From an optimization exercise on the open Yosys and OpenROAD flow, aimed at small area and a short achievable clock period; shortcuts taken in it are not production practice. The RTL was checked by simulation tests, not by an equivalence proof against the original design.

== 03-07 ==
==> flow/design.v (excerpt) <==
module top(
    input logic clock, reset,
    input logic [9:0] inp,
    output logic [9:0] out
);
make LEC_CHECK=0 CAP_MARGIN=20 CORE_MARGIN=2 CORE_UTILIZATION=40 SETUP_SLACK_MARGIN=4.25 SLEW_MARGIN=20 SYNTH_HIERARCHICAL=1 SYNTH_MINIMUM_KEEP_SIZE=0 TNS_END_PERCENT=5 finish   # period 8.0 ns
run.sh (not shown) runs the stock make flow with config.mk's settings and CLKGATE_MAP_FILE= SYNTH_SCRIPT=/design/flow/synth_recipe.tcl, a recipe that flattens the netlist after the stock synthesis.
03-07 finished all stages; the layout is clean.
> inputs changed (03-07 -> 12-22)
- PLACE_DENSITY: unset -> 0.7
- SETUP_SLACK_MARGIN: 4.25 -> 4.0
==> comparison <==
- From 03-07 to 12-22, total clock sinks did not move at all.
- Compared with 03-07, in 12-22 number of standard cells in the final layout excluding fillers increased by 0.90% relative to the old numbers, number of clock buffers in the layout decreased by 1 relative to the old numbers, number of buffers added for setup after CTS increased by 10 relative to the old numbers.
- Comparing 03-07 and 12-22, post-layout worst setup margin is lower on 12-22.
- Placed instance count delta (12-22 -> 03-07): insignificant
- 12-22 ended up with a lower multi-input logic portion of the cell area than 03-07 did.
- 12-22 ran to completion and came out clean on the timing, DRC and antenna checks.
- Min transition time of the tightest slew-check pin across 03-07 and 12-22: 12-22

---

== run A ==
Starting RTL as in the previous note.
clock: 8.0 ns
lec_check: 0
cap_margin: 20
core_margin: 2
core_utilization: 40
setup_slack_margin: 4.0
slew_margin: 20
synth_hierarchical: 1
synth_minimum_keep_size: 0
tns_end_percent: 20
Run A reached the end of the flow, and the finished layout is clean on the timing, DRC and antenna checks.
Setup changes, run A to run B
# run A
export LEC_CHECK = 0
export CAP_MARGIN = 20
export CORE_MARGIN = 2
export CORE_UTILIZATION = 40
export SETUP_SLACK_MARGIN = 4.0
export SLEW_MARGIN = 20
export SYNTH_HIERARCHICAL = 1
export SYNTH_MINIMUM_KEEP_SIZE = 0
export TNS_END_PERCENT = 20
create_clock -name core_clock -period 8.0 [get_ports {clock}]
# run B
export LEC_CHECK = 0
export CAP_MARGIN = 20
export CORE_MARGIN = 2
export CORE_UTILIZATION = 40
export SETUP_SLACK_MARGIN = 4.0
export SLEW_MARGIN = 20
export SYNTH_HIERARCHICAL = 1
export SYNTH_MINIMUM_KEEP_SIZE = 0
create_clock -name core_clock -period 8.0 [get_ports {clock}]
==> comparison <==
- Final cell area: run B above run A
- The final cell count of run B exceeds that of run A by 11.
Setup changes, run B to run C
# run B
export LEC_CHECK = 0
export CAP_MARGIN = 20
export CORE_MARGIN = 2
export CORE_UTILIZATION = 40
export SETUP_SLACK_MARGIN = 4.0
export SLEW_MARGIN = 20
export SYNTH_HIERARCHICAL = 1
export SYNTH_MINIMUM_KEEP_SIZE = 0
create_clock -name core_clock -period 8.0 [get_ports {clock}]
# run C
export LEC_CHECK = 0
export CAP_MARGIN = 20
export CORE_MARGIN = 2
export CORE_UTILIZATION = 40
export SETUP_SLACK_MARGIN = 3.75
export SLEW_MARGIN = 20
export SYNTH_HIERARCHICAL = 1
export SYNTH_MINIMUM_KEEP_SIZE = 0
export TNS_END_PERCENT = 5
create_clock -name core_clock -period 8.0 [get_ports {clock}]
## What came out
- Relative to run B, met1 wire length decreased by 5.8% in run C.
- Run C: critical path depth lower than run B
- Compared with run B, in run C part of the cycle the worst path needs increased 2.4 points.
- Run B ended up with out1.byte_q[3] as its critical path endpoint; run C ended up with out1.byte_q[4].
- Looking at overall track demand over capacity in global routing, run C sits below run B.
- Wire length of the first global-routing pass: run C vs run B down 1600 um
- A standard cell with the maximum stage delay on the critical path of sky130_fd_sc_hd__dfxtp_2 is what run B shows, while sky130_fd_sc_hd__xor3_2 belongs to run C.
- In terms of post-place instance area, run C and run B differ only marginally.
Input changes introduced in run D (baseline for comparison: run C):
# run C
export LEC_CHECK = 0
export CAP_MARGIN = 20
export CORE_MARGIN = 2
export CORE_UTILIZATION = 40
export SETUP_SLACK_MARGIN = 3.75
export SLEW_MARGIN = 20
export SYNTH_HIERARCHICAL = 1
export SYNTH_MINIMUM_KEEP_SIZE = 0
export TNS_END_PERCENT = 5
create_clock -name core_clock -period 8.0 [get_ports {clock}]
# run D
export LEC_CHECK = 0
export CAP_MARGIN = 20
export CORE_MARGIN = 2
export CORE_UTILIZATION = 40
export SETUP_SLACK_MARGIN = 3.75
export SLEW_MARGIN = 20
export SYNTH_HIERARCHICAL = 1
export SYNTH_MINIMUM_KEEP_SIZE = 0
create_clock -name core_clock -period 8.0 [get_ports {clock}]
--- outcome ---
- Run D ended with every stage complete and zero timing, DRC or antenna violations.
- Total routing resource utilization after global routing came out exactly the same in run C and run D.
- The final critical-path required period of run D was superior to that of run C.
- Run D -> run C: post-route antenna net violation count delta 0, exact match
- From run C to run D the numbers moved as follows: number of global-route vias before repair ~0 delta; post-cts repair resize count +about 4%.

---

== run 1 ==
top, a different RTL version from the one above (not shown whole).
For scale: roughly 1,300 cells after synthesis, ~22 I/O pins, about 0.012 mm2 of cells after synthesis.
export LEC_CHECK = 0
export CAP_MARGIN = 20
export CORE_MARGIN = 2
export CORE_UTILIZATION = 40
export SETUP_SLACK_MARGIN = 4.5
export SLEW_MARGIN = 20
export SYNTH_HIERARCHICAL = 1
export SYNTH_MINIMUM_KEEP_SIZE = 0
create_clock -name core_clock -period 8.0 [get_ports {clock}]
Run 1 ran to completion and came out clean on the timing, DRC and antenna checks.
Input changes introduced in run 2 (baseline for comparison: run 1):
# run 1
export LEC_CHECK = 0
export CAP_MARGIN = 20
export CORE_MARGIN = 2
export CORE_UTILIZATION = 40
export SETUP_SLACK_MARGIN = 4.5
export SLEW_MARGIN = 20
export SYNTH_HIERARCHICAL = 1
export SYNTH_MINIMUM_KEEP_SIZE = 0
create_clock -name core_clock -period 8.0 [get_ports {clock}]
# run 2
export LEC_CHECK = 0
export CAP_MARGIN = 20
export CORE_MARGIN = 2
export CORE_UTILIZATION = 40
export SETUP_SLACK_MARGIN = 3.0
export SLEW_MARGIN = 20
export SYNTH_HIERARCHICAL = 1
export SYNTH_MINIMUM_KEEP_SIZE = 0
create_clock -name core_clock -period 8.0 [get_ports {clock}]
### Flow results
Compared to run 1, run 2 has first-pass GRT wire length 4.8 mm lower.
Number of resized instances in the post-cts repair step sits lower in run 2 than in run 1.
Run 2 does better than run 1 on half-perimeter wire length after placement.
Run 1 ended up with more cell instances than run 2 did.
Per the comparison of run 2 with run 1, number of clock buffer instances in the layout fell 1, biggest cell delay along the critical path +0.20 ns.
Post-layout minimum cycle time: lower on run 1
--- input diff run 2..run 3 ---
# run 2
export LEC_CHECK = 0
export CAP_MARGIN = 20
export CORE_MARGIN = 2
export CORE_UTILIZATION = 40
export SETUP_SLACK_MARGIN = 3.0
export SLEW_MARGIN = 20
export SYNTH_HIERARCHICAL = 1
export SYNTH_MINIMUM_KEEP_SIZE = 0
create_clock -name core_clock -period 8.0 [get_ports {clock}]
# run 3
export LEC_CHECK = 0
export CAP_MARGIN = 20
export CORE_MARGIN = 2
export CORE_UTILIZATION = 40
export SETUP_SLACK_MARGIN = 3.75
export SLEW_MARGIN = 20
export SYNTH_HIERARCHICAL = 1
export SYNTH_MINIMUM_KEEP_SIZE = 0
create_clock -name core_clock -period 8.0 [get_ports {clock}]
The final reports for run 3 and run 2 show non-clock buffer count higher in the former. Wire: run 3 routes more than run 2. Minimum period implied by the final worst setup slack ended up 0.56 ns lower on run 3 than on run 2. Run 2 tops out at a lower clock frequency than run 3. For the total number of cells along the worst setup path, run 3 came in 5 higher than run 2 did. Via-per-instance ratio: lower on run 2. Compared run 3 vs run 2, and pre-CTS setup slack is up in run 3. Going from run 2 to run 3, the final setup skew was found to have gone up by 0.0070 ns.
Here is what was changed in the inputs of run 4 compared with run 3.
# run 3
export LEC_CHECK = 0
export CAP_MARGIN = 20
export CORE_MARGIN = 2
export CORE_UTILIZATION = 40
export SETUP_SLACK_MARGIN = 3.75
export SLEW_MARGIN = 20
export SYNTH_HIERARCHICAL = 1
export SYNTH_MINIMUM_KEEP_SIZE = 0
create_clock -name core_clock -period 8.0 [get_ports {clock}]
# run 4
export LEC_CHECK = 0
export CAP_MARGIN = 20
export CORE_MARGIN = 2
export CORE_UTILIZATION = 40
export SETUP_SLACK_MARGIN = 0
export SLEW_MARGIN = 20
export SYNTH_HIERARCHICAL = 1
export SYNTH_MINIMUM_KEEP_SIZE = 0
create_clock -name core_clock -period 8.0 [get_ports {clock}]
[summary]
Run 4 — combined flip-flop and latch cell area about 3.2% lower, run 3 as reference
On global-route usage: run 4 sits below run 3.
Run 3 → run 4: depth of the most critical reg-to-reg path rose by 2; first-pass GRT wire length fell by 4.9%.
Timing endpoint of the critical path = sum[10]: run 3; timing endpoint of the critical path = sum[12]: run 4

---

== the baseline ==
Starting RTL as in the previous note.
export LEC_CHECK = 0
export CAP_MARGIN = 20
export CORE_MARGIN = 2
export CORE_UTILIZATION = 40
export SETUP_SLACK_MARGIN = 3.5
export SLEW_MARGIN = 20
export SYNTH_HIERARCHICAL = 1
export SYNTH_MINIMUM_KEEP_SIZE = 0
export TNS_END_PERCENT = 5
create_clock -name core_clock -period 8.0 [get_ports {clock}]
The baseline: no failed stages, no open violations at the end
Modified inputs, the candidate compared to the baseline
- TNS_END_PERCENT: 5 -> unset
==> comparison <==
Compared with the baseline, the candidate supports a higher clock frequency.
First-pass GRT wire length (higher): the candidate
Going from the baseline to the candidate, the relative slew slack was found to have gone up by 0.96 points.

-- static timing again, ports no longer ideal --
The results above use ideal ports. As a check the final layouts listed here were re-extracted and re-timed, cells and wires unchanged.
Step 1 assumes that a clkbuf_16 drives the clock port and a buf_2 every other input.
Step 2 also shifts input and output timing later by t, the mid clock arrival at the registers, as if the neighbouring blocks saw the same clock.
Three values: ideal ports, drivers, drivers and shift; two values: the first two.
| run | t (ns) | setup WS [ns] | worst setup path at the end | worst register clock-pin slew, ns | cell pins on the clock port's net |
|---|---|---|---|---|---|
| 03-07 | 0.398 | 3.979 / 3.979 / 3.688 | input to register | 0.08 / 0.08 | 1 |
| 12-22 | 0.408 | 3.868 / 3.868 / 3.670 | input to register | 0.09 / 0.09 | 1 |
| run A | 0.402 | 4.032 / 4.032 / 3.745 | input to register | 0.09 / 0.09 | 1 |
| run B | 0.403 | 4.052 / 4.052 / 3.785 | input to register | 0.09 / 0.09 | 1 |
| run C | 0.408 | 3.862 / 3.862 / 3.678 | input to register | 0.09 / 0.09 | 1 |
| run D | 0.408 | 3.902 / 3.902 / 3.676 | input to register | 0.09 / 0.09 | 1 |
| run 1 | 0.406 | 3.701 / 3.701 / 3.347 | input to register | 0.07 / 0.07 | 1 |
| run 2 | 0.403 | 3.165 / 3.193 / 2.790 | input to register | 0.08 / 0.08 | 1 |
| run 3 | 0.398 | 3.730 / 3.730 / 3.504 | input to register | 0.08 / 0.08 | 1 |
| run 4 | 0.403 | 2.543 / 2.570 / 2.167 | input to register | 0.08 / 0.08 | 1 |
| the baseline | 0.410 | 3.599 / 3.599 / 3.243 | input to register | 0.08 / 0.08 | 1 |
| the candidate | 0.414 | 3.635 / 3.656 / 3.250 | input to register | 0.08 / 0.08 | 1 |
After both steps every run listed still meets setup and hold. The setup slack of the candidate, which loses most, moves by +0.021 ns with the drivers and by -0.385 ns with both steps.
